This is an optimization exercise on Yosys and OpenROAD, whose aim is small area, not a production implementation.
Function was checked by simulation only, so behaviour that the tests miss may differ from the original.
Power and IR drop assume default switching activity.

<file path="flow/run.sh">
#!/bin/bash
# synth_recipe.tcl (not shown) runs the flow's synth.tcl, then flattens the netlist and writes it again
# the make line also repeats each setting of config.mk as NAME=value (left out here)
make -C /OpenROAD-flow-scripts/flow DESIGN_CONFIG=/design/flow/config.mk WORK_HOME=/design/flow/orfs CLKGATE_MAP_FILE= SYNTH_SCRIPT=/design/flow/synth_recipe.tcl finish
</file>
<file path="flow/config.mk">
export PLATFORM = sky130hd
export DESIGN_NAME = jumpy_hawk
export DESIGN_NICKNAME = jumpy_hawk
export VERILOG_FILES = /design/flow/design.v
export SDC_FILE = /design/flow/constraint.sdc
export NUM_CORES = 4
export LEC_CHECK = 0
export CAP_MARGIN = 20
export CORE_MARGIN = 2
export CORE_UTILIZATION = 40
export SLEW_MARGIN = 20
</file>
<file path="flow/constraint.sdc">
create_clock -name core_clock -period 10.0 [get_ports {CLOCK_50}]
set_input_delay 2.0000 -clock core_clock [delete_from_list [all_inputs] [get_ports {CLOCK_50}]]
set_output_delay 2.0000 -clock core_clock [all_outputs]
set_load 0.01 [all_outputs]
</file>
<file path="flow/design.v">
module RateDivider(d, r, clock, Clear_b, ParLoad, Enable, pulse, rise, fall);
	input [27:0] d, r;
	input clock;
	input Clear_b;
	input ParLoad;
	input Enable;
	output pulse;
	output rise;
	output fall;
	reg [27:0] q;  
	reg [27:0] q_next;
	always @(*)
	begin
		q_next = q;
		if (Clear_b == 1'b0)  
			q_next = 28'b0000000000000000000000000000;  
		else if (Enable == 1'b1)
		begin
			if (ParLoad == 1'b0 || q == 28'b0000000000000000000000000000)  
				q_next = d;  
			else
				q_next = q - 1'b1;  
		end
	end
	always @(posedge clock)  
		q <= q_next;
	assign pulse = (q < r) ? 1'b1 : 1'b0;
	wire pulse_next = (q_next < r) ? 1'b1 : 1'b0;
	assign rise = !pulse && pulse_next;
	assign fall = pulse && !pulse_next;
endmodule
module SevenSegDecoder(e, m);
    input [3:0] e;
    output [6:0] m;
	 wire a, b, c, d;
	 assign a = e[0];
	 assign b = e[1];
	 assign c = e[2];
	 assign d = e[3];
    assign m[0] = ~((~a | b | c | d) & (a | b | ~c | d) & (~a | ~b | c | ~d) & (~a | b | ~c | ~d));
    assign m[1] = ~((~a | ~b | ~d) & (a | ~b | ~c) & (a | ~c | ~d) & (~a | b | ~c | d));
    assign m[2] = ~(( ~b | ~c | ~d) & (a | ~c | ~d) & (a | ~b | c | d)) ;
    assign m[3] = ~((~a | ~b | ~c) & (~a | b |c) & (a | b| ~c | d)& (a | ~b |c|~d)) ;
    assign m[4] = ~((~a | d) & (~a | b | c) & (b | ~c | d)) ;
    assign m[5] = ~((~a | c | d) & (~b | c | d) & (~a | ~b | d) & (~a | b | ~c | ~d)) ;
    assign m[6] = ~((b | c | d) & (~a | ~b | ~c | d) & (a | b | ~c | ~d)) ;
endmodule
module check_touched(
	input [7:0] bird_xleft, bird_xright, bird_ytop, bird_ybottom, wall_xleft, wall_xright, wall_topy, wall_bottomy,
	output touched
);
	wire in_the_hole, touched_top_bottom;
	assign in_the_hole = (bird_xright >= wall_xleft) && (bird_xleft <= wall_xright);
	assign touched_top_bottom  = (bird_ytop <= wall_topy) || (bird_ybottom >= wall_bottomy);
	assign touched = in_the_hole && touched_top_bottom;
endmodule
module draw_rect(
	input [7:0] start_x,
	input [7:0] start_y,
	input [7:0] width,
	input [7:0] height,
	input clk,
	input resetn,
	input clk_en,
	input enable,
	output [7:0] x_out,
	output [7:0] y_out,
	output finished_draw
    );
	reg [7:0] draw_x, draw_y;
	reg finished_draw_reg;
	always @(posedge clk)
	begin
		if (resetn == 1'b0)
		begin
			draw_x <= 8'b00000000;
			draw_y <= 8'b00000000;
			finished_draw_reg <= 1'b0;
		end
		else if (clk_en == 1'b1)
		begin
			if (enable == 1'b1 && !finished_draw_reg)
			begin
				if (draw_x < width - 1)
					draw_x <= draw_x + 1;
				else if (draw_y < height - 1) 
				begin
					draw_x <= 8'b0;
					draw_y <= draw_y + 1;
				end
				else
					finished_draw_reg <= 1'b1;
			end
			else if (enable == 1'b0)
			begin
				draw_x <= 8'b00000000;
				draw_y <= 8'b00000000;
				finished_draw_reg <= 1'b0;
			end
		end
	end
	assign x_out = start_x + draw_x;
	assign y_out = start_y + draw_y;
	assign finished_draw = finished_draw_reg;
endmodule
module wall_height_generator(clk, resetn, clk_en, out);
    input clk;
    input resetn;
    input clk_en;
	 output wire [7:0] out;
	 reg [7:0] random_number;
	 reg [3:0] current;
    localparam a = 4'b0000, b = 4'b0001, c = 4'b0010, d = 4'b0011, e = 4'b0100, f = 4'b0101, g = 4'b0110, h = 4'b0111, i = 4'b1000, j = 4'b1001, k = 4'b1010;
    always@(posedge clk)
    begin: state_table
        if (resetn == 1'b0) begin
            random_number <= 8'b00100000;
            current <= a;
        end
        else if (clk_en == 1'b1)
        case(current)
            a: begin
                random_number <= 8'b00110010;
                current <= b;
            end
            b : begin 
                random_number <= 8'b00111100;
                current <= c;
            end
            c: begin
					random_number <= 8'b00101000;
                current <= d;
				end
				d: begin
				random_number <= 8'b00000110;
                current <= e;
				end
				e: begin
				random_number <= 8'b00011110;
                current <= f;
				end
				f: begin
				random_number <= 8'b00010000;
                current <= g;
				end
				g:begin
				random_number <= 8'b00001010;
                current <= h;
				end
				h:begin
				random_number <= 8'b00011010;
                current <= i;
				end
				i:begin
				random_number <= 8'b00100100;
                current <= j;
				end
				j:begin
				random_number <= 8'b00000000;
                current <= k;
				end
				k:begin
				random_number <= 8'b00110111;
                current <= a;
				end
				default: ;
        endcase
    end
	 assign out = random_number;
endmodule
module control_bird(clk, resetn, clk_en, flag, press_key, touched, current_out);
        input clk;
        input resetn;
        input clk_en;
        input press_key;
        input touched;
        input flag;  
        output [4:0] current_out;
        reg [3:0] afterDraw, current;
        localparam B_START = 5'b00000, B_RAISING = 5'b00001, B_FALLING = 5'b00010, B_STOP = 5'b00011, B_DRAW = 5'b00100, B_DEL = 5'b01111, B_UPDATE = 5'b01110, B_UPDATE_VY = 5'b01011; 
			reg [19:0]counter;
        always@(posedge clk)
        begin: state_table
                if (resetn == 1'b0) begin
                        afterDraw <= B_START;
                        current <= B_START;
                        counter <= 20'b00000000000000000000;
                end
                else if (clk_en == 1'b1)
                case(current)
                        B_START: begin
                                afterDraw <= press_key ? B_RAISING : B_START;
                                current <= B_DRAW;
                        end
                        B_RAISING: begin
                                if (touched) afterDraw <= B_STOP;
                                else afterDraw  <= flag ? B_FALLING : B_RAISING;
                                current <= B_DRAW;
                        end
                        B_FALLING: begin
                                if (touched) afterDraw <= B_STOP;
                                else begin 
										  afterDraw  <= press_key ? B_RAISING : B_FALLING;
										  end
                                current <= B_DRAW;
                        end
                        B_STOP: begin
									current <= B_START;
                        end
								B_DRAW: begin
									if(counter < 20'b00000000000000001000)
										counter <= counter + 1'b1;
									else
									begin
										counter <= 1'b0;
										current <= B_DEL;
									end
								end
                        B_DEL: current <= B_UPDATE;
								B_UPDATE: current <= B_UPDATE_VY;
								B_UPDATE_VY: current <= afterDraw;
                        default current <= B_START;
                endcase
        end
	assign current_out = current;
endmodule
module control_wall(go, touched, clk, resetn, clk_en, current_out);
    input go;
    input touched;
    input clk;
    input resetn;
    input clk_en;
    output [4:0] current_out;
    localparam W_READY = 5'b00101, W_MOVE = 5'b00110, W_STOP = 5'b00111, W_DRAW = 5'b01000, W_DEL = 5'b01001, W_UPDATE = 5'b01010, W_DRAW_B = 5'b01101, W_DEL_B = 5'b01100;
    reg [3:0] afterDraw, current;
    always@(posedge clk)
    begin: state_table
        if (resetn == 1'b0) begin
            afterDraw <= W_READY;
            current <= W_READY;
        end
        else if (clk_en == 1'b1)
        case(current)
            W_READY: begin
                afterDraw <= go ? W_MOVE : W_READY;  
                current <= W_DRAW;
            end
            W_MOVE : begin 
                afterDraw <= touched ? W_STOP : W_MOVE;  
                current <= W_DRAW;
            end
            W_STOP: begin
					current <= W_READY;
            end
				W_DRAW: current <= W_DEL;
            W_DEL: current <= W_DRAW_B;
				W_DRAW_B: current <= W_DEL_B;
				W_DEL_B: current <= W_UPDATE;
				W_UPDATE: current <=  afterDraw;
            default current <= W_READY;
        endcase
    end
	 assign current_out = current;
endmodule
module control(clk, resetn, clk_en, touched, flag, collision, go, cur_state_out, bird_curr, wall_curr);
	input clk;
	input resetn;
	input clk_en;
	input touched;
	input flag;
	input collision;
	input go;
	output [4:0] cur_state_out;
	output [4:0] bird_curr, wall_curr;
	reg [3:0] cur_par_state;
	reg gogo;
	wire [4:0] bird_state_out, wall_state_out;
	always@(posedge clk)
	begin
		if (resetn == 1'b0) gogo <= 1'b0;
		else if (clk_en == 1'b1 && go == 1'b0) gogo <= 1'b1;
	end
	control_bird bird_controller(
		.clk(clk),
		.resetn(resetn),
		.clk_en(clk_en && cur_par_state == 4'b0001),
		.flag(flag),
		.press_key(gogo),
		.touched(collision),
		.current_out(bird_state_out));
	control_wall wall_controller(
		.go(gogo),
		.touched(collision),
		.clk(clk),
		.resetn(resetn),
		.clk_en(clk_en && cur_par_state == 4'b0000),
		.current_out(wall_state_out));
	always@(posedge clk)
        begin: state_table
        if (resetn == 1'b0)
			cur_par_state <= 4'b0000;
        else if (clk_en == 1'b1)
        case(cur_par_state)
			4'b0000: begin
				cur_par_state <= 4'b0001;
			end
			4'b0001: begin 
				cur_par_state <= 4'b0000;
			end
			default: ;
        endcase
        end
	assign bird_curr = bird_state_out;
	assign wall_curr = wall_state_out;
	assign cur_state_out = cur_par_state == 4'b0000 ? bird_state_out : wall_state_out;
endmodule
module datapath_bird(input clk, input resetn, input clk_en, input jump, input [4:0] cur_state, input collision, output [7:0] y_out);
	localparam BIRD_VY_SPEED = 8'b00000100;  
	localparam BIRD_VY_JUMP = 8'b00001010;  
	localparam GRAVITY = 8'b0000001000;
	localparam BIRD_Y_START = 8'b01000000;
	localparam BIRD_VY_START = 8'b00001000;
	localparam UPDATE_BIRD_Y = 5'b01110;
	localparam UPDATE_BIRD_VY = 5'b01011;
	reg [7:0] bird_vy; 
	reg [7:0] bird_y;
	reg raising, stopped;
	wire pulse_y, pulse_vy, tick_y, tick_vy;
	RateDivider rd0(
		.d(28'b0000000000000000000001111111),
		.r(28'b000000000000000000000000010),
		.clock(clk),
		.Clear_b(resetn),
		.ParLoad(1'b1),
		.Enable(clk_en && cur_state == UPDATE_BIRD_Y),
		.pulse(pulse_y),
		.rise(tick_y),
		.fall()
	);
	RateDivider rd1(
		.d(28'b0000000000000000000000111111),
		.r(28'b000000000000000000000000010),
		.clock(clk),
		.Clear_b(resetn),
		.ParLoad(1'b1),
		.Enable(clk_en && cur_state == UPDATE_BIRD_VY),
		.pulse(pulse_vy),
		.rise(tick_vy),
		.fall()
	);
	reg [20:0] counter;
	always @(posedge clk)
	begin
		if (resetn == 1'b0)
		begin
			bird_y <= BIRD_Y_START;
			counter <= 1'b0;
		end
		else if (tick_y == 1'b1)
		begin
		if(collision && counter == 1'b0)
			counter <= 1'b1;
		else if (counter > 1'b0 && counter < 10'b0001000000)
			counter <= counter + 1'b1;
		else if (counter >= 10'b0001000000)
		begin
			bird_y <= BIRD_Y_START;
			counter <= 1'b0;
		end
		else if(raising && !stopped && bird_y >= bird_vy)
			bird_y <= bird_y - bird_vy; 
		else if(!raising && !stopped)
			bird_y <= bird_y + bird_vy;
		end
	end
	always @(posedge clk)
	begin
		if (resetn == 1'b0)
		begin
			bird_vy <= BIRD_VY_START;
			raising <= 1'b1;
			stopped <= 1'b0;
		end
		else if (tick_vy == 1'b1)
		begin
		if(collision)
			bird_vy <= BIRD_VY_START;
		else if(!raising && jump)
		begin
			raising <= 1'b1;
			bird_vy <= 8'b00001000;
			stopped <= 1'b0;
		end
		else if(raising && bird_y < bird_vy) begin  
			bird_vy <= 1'b0;
			raising <= 1'b0;
		end
		else if(!raising && bird_y + bird_vy > 8'b01101100) begin  
			bird_vy <= 1'b0;
			stopped <= 1'b1;
		end
		else if (raising && bird_vy - 1'b1 > 1'b0) 
			bird_vy <= bird_vy - 3'b001;
		else if (raising && bird_vy - 1'b1 == 1'b0)
			raising <= 1'b0;
		else if (!raising)  
			bird_vy <= bird_vy + 1'b1;
		end
	end
	assign y_out = bird_y;
endmodule
module datapath_wall(input clk, input resetn, input clk_en, input [4:0] cur_state, output [7:0] x_out, input collision, output [7:0] y_out, output [7:0] score_out);
	localparam WALL_X_SPEED = 8'b00000001; 
	localparam WALL_HEIGHT = 8'b01111000; 
	localparam WALL_START = 1'b0; 
	localparam WALL_RESET = 8'b10100000; 
	localparam HOLE_Y = 8'b00100000;
	wire [7:0] wall_top_hole_y;
	reg [7:0] wall_x;
	reg [7:0] hole_y;
	reg [7:0] score;
	localparam UPDATE_WALL = 5'b01010;
	wire pulse_x, tick_x;
	RateDivider rd2(
		.d(28'b0000000000000000000000001111),
		.r(28'b000000000000000000000000010),
		.clock(clk),
		.Clear_b(resetn),
		.ParLoad(1'b1),
		.Enable(clk_en && cur_state == UPDATE_WALL),
		.pulse(pulse_x),
		.rise(tick_x),
		.fall()
	);
	reg [20:0] counter;
	always @(posedge clk)
	begin
		if (resetn == 1'b0)
		begin
			wall_x <= WALL_RESET;
			hole_y <= HOLE_Y;
			score <= 1'b0;
			counter <= 1'b0;
		end
		else if (tick_x == 1'b1)
		begin
		if(collision && counter == 1'b0)
			counter <= 1'b1;
		else if (counter > 1'b0 && counter < 10'b0001000000)
			counter <= counter + 1'b1;
		else if (counter >= 10'b0001000000)
		begin
			wall_x <= WALL_RESET;
			score <= 1'b0;
			counter <= 1'b0;
		end
		else if(WALL_X_SPEED < wall_x)
			wall_x <= wall_x - WALL_X_SPEED;
		else
		begin
			wall_x <= WALL_RESET;
			hole_y <= wall_top_hole_y;
			score <= score + 1'b1;
		end
		end
  	end
	assign x_out = wall_x;
	assign y_out = hole_y;
	assign score_out = score;
	wall_height_generator whg(
		.clk(clk),
		.resetn(resetn),
		.clk_en(tick_x),
		.out(wall_top_hole_y)
	);
endmodule
module datapath(
		input clk,
		input resetn,
		input clk_en,
		input [4:0] cur_state,
		input jump,
		output [7:0] x_out,
		output [7:0] y_out,
		output [2:0] colour_out,
		output [7:0] score_out,
		output collision,
		output finished_draw,
		output plot
	);
	localparam DRAW_BIRD = 5'b00100;
	localparam DEL_BIRD = 5'b01111;
	localparam UPDATE_BIRD_Y = 5'b10101;
	localparam DRAW_WALL_TOP = 5'b01101;
	localparam DEL_WALL_TOP = 5'b01100;
	localparam UPDATE_WALL = 5'b01010;
	localparam DRAW_WALL_BOT = 5'b01000;
	localparam DEL_WALL_BOT = 5'b01001; 
	localparam UPDATE_BIRD_VY = 5'b01011;
	localparam BIRD_W = 8'b00000100;
	localparam BIRD_LEFT_X = 8'b00001000;
	localparam BIRD_RIGHT_X = 8'b00001100;  
	localparam BIRD_COLOUR = 3'b010;
	localparam WALL_HEIGHT = 8'b01111000;
	localparam WALL_TOP_Y = 8'b00000000;
	localparam WALL_BOT_Y = 8'b01111000;  
	localparam HOLE_HEIGHT = 8'b00110010;  
	localparam WALL_W = 8'b00001010;  
	localparam WALL_COLOUR = 3'b100;
	localparam BLACK = 3'b000;
	wire [7:0] bird_top_y, bird_bot_y, wall_left_x, wall_right_x, wall_top_hole_y, wall_bot_hole_y, wall_top_h, wall_bot_h;
	wire [7:0] draw_x, draw_y, draw_w, draw_h, draw_x_out, draw_y_out;
	wire draw_enable;
	reg [4:0] prev_state, draw_reset;
	assign bird_bot_y = bird_top_y + BIRD_W;
	assign wall_right_x = wall_left_x + WALL_W > 8'b10100000 ? 8'b10100000 - wall_left_x : wall_left_x + WALL_W;
	assign wall_bot_hole_y = wall_top_hole_y + HOLE_HEIGHT;
	assign wall_top_h = wall_top_hole_y - WALL_TOP_Y;
	assign wall_bot_h = WALL_BOT_Y - wall_bot_hole_y;
	assign draw_x = cur_state == DRAW_WALL_TOP || cur_state == DRAW_WALL_BOT ? wall_left_x : 
						 cur_state == DEL_WALL_TOP || cur_state == DEL_WALL_BOT ? wall_right_x :
						 cur_state == DRAW_BIRD || cur_state == DEL_BIRD ? BIRD_LEFT_X : 
						 8'b00000000;  
	assign draw_y = cur_state == DRAW_WALL_BOT || cur_state == DEL_WALL_BOT ? wall_bot_hole_y : 
						 cur_state == DRAW_WALL_TOP || cur_state == DEL_WALL_TOP ? WALL_TOP_Y : 
						 cur_state == DRAW_BIRD || cur_state == DEL_BIRD ? bird_top_y : 
						 8'b00000000;  
	assign draw_w = cur_state == DRAW_WALL_TOP || cur_state == DRAW_WALL_BOT ? 8'b00000001 : 
						 cur_state == DEL_WALL_TOP || cur_state == DEL_WALL_BOT ? 8'b00000011 :
						 cur_state == DRAW_BIRD || cur_state == DEL_BIRD ? BIRD_W : 
						 8'b00000000;  
	assign draw_h = cur_state == DRAW_WALL_BOT || cur_state == DEL_WALL_BOT ? wall_bot_h : 
						 cur_state == DRAW_WALL_TOP || cur_state == DEL_WALL_TOP ? wall_top_h : 
						 cur_state == DRAW_BIRD || cur_state == DEL_BIRD ? BIRD_W : 
						 8'b00000000;  
	assign draw_enable = (cur_state == DRAW_WALL_TOP || cur_state == DRAW_WALL_BOT || cur_state == DEL_WALL_TOP || cur_state == DEL_WALL_BOT || cur_state == DRAW_BIRD || cur_state == DEL_BIRD) && draw_reset == 3'b100;
	assign x_out = prev_state == cur_state ? draw_x_out : 8'b00000000;
	assign y_out = prev_state == cur_state ? draw_y_out : 8'b00000000;
	assign plot = draw_enable && !finished_draw;
	assign colour_out = cur_state == DEL_WALL_TOP || cur_state == DEL_WALL_BOT || cur_state == DEL_BIRD ? BLACK : 
						 cur_state == DRAW_WALL_TOP || cur_state == DRAW_WALL_BOT ? 3'b010 : 
						 cur_state == DRAW_BIRD ? 3'b100 : 
						 3'b000;  
	always @(posedge clk)
	begin
		if (resetn == 1'b0)
		begin
			draw_reset <= 5'b00000;
			prev_state <= 5'b00000;
		end
		else if (clk_en == 1'b1)
		begin
		if(prev_state != cur_state)
		begin
			draw_reset <= 3'b000;
			prev_state <= cur_state;
		end
		else if(draw_reset == 3'b011)
			draw_reset <= 3'b100;
		else if(draw_reset == 3'b010)
			draw_reset <= 3'b011;
		else if(draw_reset == 3'b001)
			draw_reset <= 3'b010;
		else if(draw_reset == 3'b000)
			draw_reset <= 3'b001;
		end
	end
	datapath_bird db (
		.clk(clk),
		.resetn(resetn),
		.clk_en(clk_en),
		.jump(jump),
		.cur_state(cur_state),
		.collision(collision),
		.y_out(bird_top_y)
	);
	datapath_wall dw (
		.clk(clk), 
		.resetn(resetn),
		.clk_en(clk_en),
		.cur_state(cur_state),
		.x_out(wall_left_x),
		.collision(collision),
		.y_out(wall_top_hole_y),
		.score_out(score_out)
	);
	check_touched ct(
		.bird_xleft(BIRD_LEFT_X),  
		.bird_xright(BIRD_RIGHT_X),  
		.bird_ytop(bird_top_y),  
		.bird_ybottom(bird_bot_y),  
		.wall_xleft(wall_left_x),  
		.wall_xright(wall_right_x),  
		.wall_topy(wall_top_hole_y),  
		.wall_bottomy(wall_bot_hole_y),  
		.touched(collision)
	);
	draw_rect dr(
		.start_x(draw_x),
		.start_y(draw_y),
		.width(draw_w),
		.height(draw_h),
		.clk(clk),
		.resetn(resetn),
		.clk_en(clk_en),
		.enable(draw_enable),
		.x_out(draw_x_out),
		.y_out(draw_y_out),
		.finished_draw(finished_draw)
    	);
endmodule
module jumpy_hawk(
		CLOCK_50,						 
        	SW,
		LEDR,
		KEY,
		HEX0,
		VGA_X,
		VGA_Y,
		VGA_COLOUR,
		VGA_PLOT
);
	input [17:0] SW;
	input CLOCK_50;
	input [3:0] KEY;
	output [6:0] HEX0;
	output [9:0] LEDR;
	output [7:0] VGA_X;
	output [7:0] VGA_Y;
	output [2:0] VGA_COLOUR;
	output VGA_PLOT;
	wire [7:0] x, y, score;
	wire [2:0] colour;
	wire collision, finished_draw, plot;
	wire [4:0] cur_state;
	wire pulse1, pulse2, fall1, rise2;
	wire reset, start;
	assign reset = KEY[0];
	assign start = KEY[1];
	reg temp1;
	always @(posedge CLOCK_50)
	begin
		if (reset == 1'b0)
			temp1 <= 1'b0;
		else if(SW[17])
			temp1 <= 1'b1;
	end
	RateDivider rd0(
		.d(28'b0000000000000000000111111111),
		.r(28'b000000000000000000000001000),
		.clock(CLOCK_50),
		.Clear_b(reset),
		.ParLoad(start),
		.Enable(1'b1),
		.pulse(pulse1),
		.rise(),
		.fall(fall1)
	);
	RateDivider rd1(
		.d(28'b000000000000000000000000011),
		.r(28'b000000000000000000000000010),
		.clock(CLOCK_50),
		.Clear_b(reset),
		.ParLoad(start),
		.Enable(1'b1),
		.pulse(pulse2),
		.rise(rise2),
		.fall()
	);
	control C(
		.clk(CLOCK_50),
		.resetn(reset),
		.clk_en(fall1 & temp1),
		.go(SW[1]),
		.touched(SW[4]),
		.flag(SW[2]),
		.collision(collision),
		.bird_curr(),
		.wall_curr(),
		.cur_state_out(cur_state)
	);
	datapath D0(
		.clk(CLOCK_50),
		.resetn(reset),
		.clk_en(rise2),
		.cur_state(cur_state),
		.jump(!KEY[2]),
		.x_out(x),
		.y_out(y),
		.colour_out(colour),
		.score_out(score),
		.collision(collision),
		.finished_draw(finished_draw),
		.plot(plot)
	);
	assign VGA_X = x;
	assign VGA_Y = y;
	assign VGA_COLOUR = colour;
	assign VGA_PLOT = plot;
	assign LEDR[7:0] = score;
	assign LEDR[8] = collision;
	assign LEDR[9] = finished_draw;
	SevenSegDecoder decode0(
	.e(score[3:0]),
	.m(HEX0)
    );
endmodule
</file>
==> insert_results.sql <==
INSERT INTO impl_metrics (metric_group, metric, value, unit) VALUES
('routing', 'drc', '0', ''),
('placed_design', 'dp.final_hpwl', '33.2', 'mm'),
('clocking', 'cts.reportedPaths.clkPinSlew', '0.06', 'ns'),
('job', 'timing.max_cap.violations', '0', ''),
('clocking', 'cts_tree', 'built', ''),
('grt', 'grt_first_pass_wirelength', '78.4', 'mm'),
('layout', 'syn2layout_area_growth', '10.2', '%'),
('clocking', 'cts_buffers', '36', ''),
('clocking', 'ctsRootBufferMaster', 'sky130_fd_sc_hd__clkbuf_16', ''),
('layout', 'diodes', '0', ''),
('synthesis', 'fraction_of_the_mapped_netlist_area_in_adder_cells', '6.47', '%'),
('synthesis', 'synth.cell_area', '18700', 'um^2'),
('sta', 'hold_slack', '0.443', 'ns'),
('placed_design', 'port_buffers', '42', ''),
('worst_setup_path', 'critical_path.endpoint_type', 'output port', ''),
('synthesis', 'synth_compound_gate_area_share', '17.9', '%'),
('die', 'num_rows', '79', ''),
('clocking', 'post-cts-setup-buffers', '0', ''),
('sta', 'part_of_the_cycle_the_worst_path_needs', '76.6', '%'),
('die', 'die_area', '48400', 'um^2'),
('grt', 'grt_antenna_before_repair', '0', ''),
('layout', 'design.final.nets', '2463', ''),
('die', 'placeableCoreArea', '46300', 'um^2'),
('synthesis', 'synth-seq-area-share', '31.2', '%'),
('power_and_ir_drop', 'peak_supply_drop', '157', 'uV'),
('synthesis', 'yosys_most_used_dff', 'sky130_fd_sc_hd__dfxtp_1', ''),
('die', 'initial_utilization', '40.3', '%'),
('sta', 'finalHoldViolCount', '0', ''),
('synthesis', 'syn_nets', '2494', ''),
('routing', 'post_detailed_route_wirelength_per_cell', '15.9', 'um'),
('sta', 'setup_viol_count_final', '0', ''),
('worst_setup_path', 'critPathArrivalTime', '5.66', 'ns'),
('synthesis', 'postSynthRegisterBits', '291', ''),
('sta', 'maxSlewHeadroom', '27.5', '%'),
('layout', 'final_core_utilization', '44.4', '%'),
('sta', 'rsz_0062_raised_after_global_routing', 'false', ''),
('synthesis', 'netlist_instances', '2377', ''),
('clocking', 'clock_sinks', '291', ''),
('die', 'dieHeight', '220', 'um'),
('sta', 'final-max-slew-violation-count', '0', ''),
('synthesis', 'synthDominantAreaCellType', 'sky130_fd_sc_hd__dfxtp_1', ''),
('clocking', 'insertion_delay', '0.55', 'ns'),
('sta', 'fmax', '0.130', 'GHz'),
('synthesis', 'synth.lib_cells_used.distinct', '100', ''),
('grt', 'grt.overflow.total', '0', ''),
('synthesis', 'average_instance_area_after_synthesis', '7.85', 'um^2'),
('routing', 'detail_route.vias_per_cell', '5.71', ''),
('die', 'pin_count', '60', ''),
('synthesis', 'netlist_top_cells_area', 'sky130_fd_sc_hd__dfxtp_1 31%, sky130_fd_sc_hd__nor2_1 6.5%, sky130_fd_sc_hd__ha_1 6.0%', ''),
('placed_design', 'gp_congestion', '0.865', ''),
('min_path', 'tightest_hold_check_type', 'register to register', ''),
('routing', 'antenna_violating_nets_post_route', '0', ''),
('synthesis', 'synth_top_family_by_area', 'simple AND/OR/NAND/NOR gates', ''),
('clocking', 'cts-resized-gates', '0', ''),
('routing', 'detailedRoute.firstIterationViolations', '1235', ''),
('worst_setup_path', 'critical_path_class', 'register to output port', ''),
('worst_setup_path', 'critical_path_peak_fanout', '10', ''),
('routing', 'number_of_iterations_in_the_first_detailed_routing_pass', '7', ''),
('outcome', 'status', 'finished clean', ''),
('synthesis', 'synth_simple_gate_area_share', '29.1', '%'),
('grt', 'gr-usage-all-layers', '19.3', '%'),
('synthesis', 'synth_warnings', '10', ''),
('grt', 'grt_pass1_vias', '16000', ''),
('layout', 'non_filler_cells_in_the_finished_layout', '2979', ''),
('routing', 'vias', '17000', ''),
('sta', 'clock_skew', '0.0172', 'ns'),
('sta', 'totalNegativeSetupSlack', '0', 'ns'),
('power_and_ir_drop', 'p_per_area', '151', 'nW/um^2'),
('grt', 'grt_start_max_net_pins', '59', ''),
('clocking', 'cts_hold_buffers', '0', ''),
('power_and_ir_drop', 'report.power.total', '3.09', 'mW');
layout make-up:
type                    instances  area [um^2]  area share, %
clock buffers                  54         1050           5.11
clock inverters                10          108          0.524
inverters                      90          339           1.65
multi-input cells            1873        12000           58.2
flip-flops and latches        291         5830           28.3
well taps                     607          759           3.70
repair buffers                 54          505           2.46
cell usage after synthesis, drive strengths merged (9+ instances only):
cell type / number
nor4b: 9
xor2: 55
o22ai: 13
o211ai: 12
a211oi: 13
dfxtp: 291
nor3: 109
nor4: 78
a41oi: 18
or4: 20
nor3b: 14
mux2i: 40
nand2: 186
o21a: 16
nand3b: 12
nand4: 36
nor2: 327
and3: 26
clkbuf: 96
nor2b: 26
xnor2: 115
buf: 27
inv: 90
or3: 34
o21bai: 11
nand2b: 26
o31ai: 17
and2: 36
a21o: 16
a21oi: 144
o41ai: 9
nand3: 74
a31oi: 34
o21ai: 113
ha: 90
worst max-delay path, stage by stage (launching register included):
cell and delay [ns]:
sky130_fd_sc_hd__dfxtp_1 0.42, sky130_fd_sc_hd__ha_1 0.30, sky130_fd_sc_hd__o21ai_0 0.37, sky130_fd_sc_hd__xor2_1 0.18, sky130_fd_sc_hd__a31oi_1 0.09, sky130_fd_sc_hd__o21ai_1 0.57, sky130_fd_sc_hd__mux2i_1 0.33, sky130_fd_sc_hd__xor2_1 0.34
sky130_fd_sc_hd__nand3_1 0.11, sky130_fd_sc_hd__o21ai_0 0.12, sky130_fd_sc_hd__a32oi_1 0.07, sky130_fd_sc_hd__o32ai_1 0.27, sky130_fd_sc_hd__ha_1 0.35, sky130_fd_sc_hd__a21o_1 0.17, sky130_fd_sc_hd__a21oi_1 0.22, sky130_fd_sc_hd__o21bai_1 0.09
sky130_fd_sc_hd__a21oi_1 0.17, sky130_fd_sc_hd__xor2_1 0.19, sky130_fd_sc_hd__xnor2_1 0.09, sky130_fd_sc_hd__nor2_1 0.09, sky130_fd_sc_hd__clkdlybuf4s50_1 0.58
cell families after synthesis:
family | after synthesis
other | 1
adders and majority gates | 94
muxes | 47
DFF | 291
xor gates and xnor gates | 170
buffers and inverters | 213
AOI/OAI and AO/OA | 506
and+or+nand+nor | 1055
through the flow:
stage                     area [um^2]  setup slack (ns)
after floorplan                 18700              4.30
after global placement          19400              2.33
after detailed placement        19400              2.22
after CTS                       20500              2.33
after global routing            20600              1.87
final                           20600              2.34
cells in the final DEF (no fill, tap or decap), types with 26 or more instances in the layout:
master and instances:
sky130_fd_sc_hd__xnor2_1 115, sky130_fd_sc_hd__clkdlybuf4s50_1 41, sky130_fd_sc_hd__nand2b_1 26, sky130_fd_sc_hd__nand2_1 185, sky130_fd_sc_hd__and3_1 26, sky130_fd_sc_hd__clkbuf_16 37, sky130_fd_sc_hd__ha_1 90, sky130_fd_sc_hd__a21oi_1 141
sky130_fd_sc_hd__dfxtp_1 291, sky130_fd_sc_hd__inv_1 88, sky130_fd_sc_hd__nand4_1 34, sky130_fd_sc_hd__xor2_1 55, sky130_fd_sc_hd__nor2_1 325, sky130_fd_sc_hd__nand3_1 74, sky130_fd_sc_hd__o21ai_0 103, sky130_fd_sc_hd__mux2i_1 40
sky130_fd_sc_hd__a31oi_1 34, sky130_fd_sc_hd__or3_1 34, sky130_fd_sc_hd__nor2b_1 26, sky130_fd_sc_hd__and2_1 36, sky130_fd_sc_hd__nor3_1 105, sky130_fd_sc_hd__nor4_1 73
report_power, final:
part	switching (mW)	total (mW)	leakage (nW)	internal [mW]
clock network	0.519	1.30	0.573	0.777
registers	0.0539	1.25	2.35	1.19
logic	0.362	0.550	4.82	0.188
total	0.935	3.09	7.74	2.16
path summary, 6_finish.rpt:
check / from / endpoint / slack [ns] / cells after the start
max: D0.dw.wall_x[2] / VGA_X[7] / 2.34 / 20
min reg2reg: D0.dw.counter[16] / D0.dw.counter[16] / 0.44 / 2
max reg2reg: rd1.q[7] / D0.dw.hole_y[1] / 3.69 / 14
min: D0.dw.counter[16] / D0.dw.counter[16] / 0.44 / 2
layer usage:
layer | vias to the layer above | global-route usage (%) | wire (um)
met5 | - | 0 | 0
met4 | 0 | 5.95 | 1120
met3 | 76 | 3.59 | 2380
met2 | 376 | 31.9 | 21700
met1 | 8067 | 25.4 | 22200
li1 | 8500 | - | -

separate check: timing with driven ports:
The results above use ideal ports. As a check the final layout listed here was re-extracted and re-timed, cells and wires unchanged.
Step 1: set_driving_cell puts a clkbuf_16 on CLOCK_50 and a buf_2 on each other input, an assumption about the parent block.
Step 2 adds t to the input delays and takes it off the output delays; t is the mean of the earliest and latest rising clock arrival at the registers after step 1. Input paths then give back, and output paths get back, about the clock's delay inside the block.
a / b / c = no drivers / after step 1 / after step 2; a / b = the first two.
t, ns: 0.597
setup slack, ns: 2.335 / 2.278 / 2.632
worst setup path after step 2: input to register
worst register clock-pin slew, ns: 0.06 / 0.06
worst data-port slew with drivers (ns): 0.03
After both steps this run still meets setup and hold. For this run, drivers alone change the setup slack by -0.057 ns; drivers and shift together by +0.297 ns.
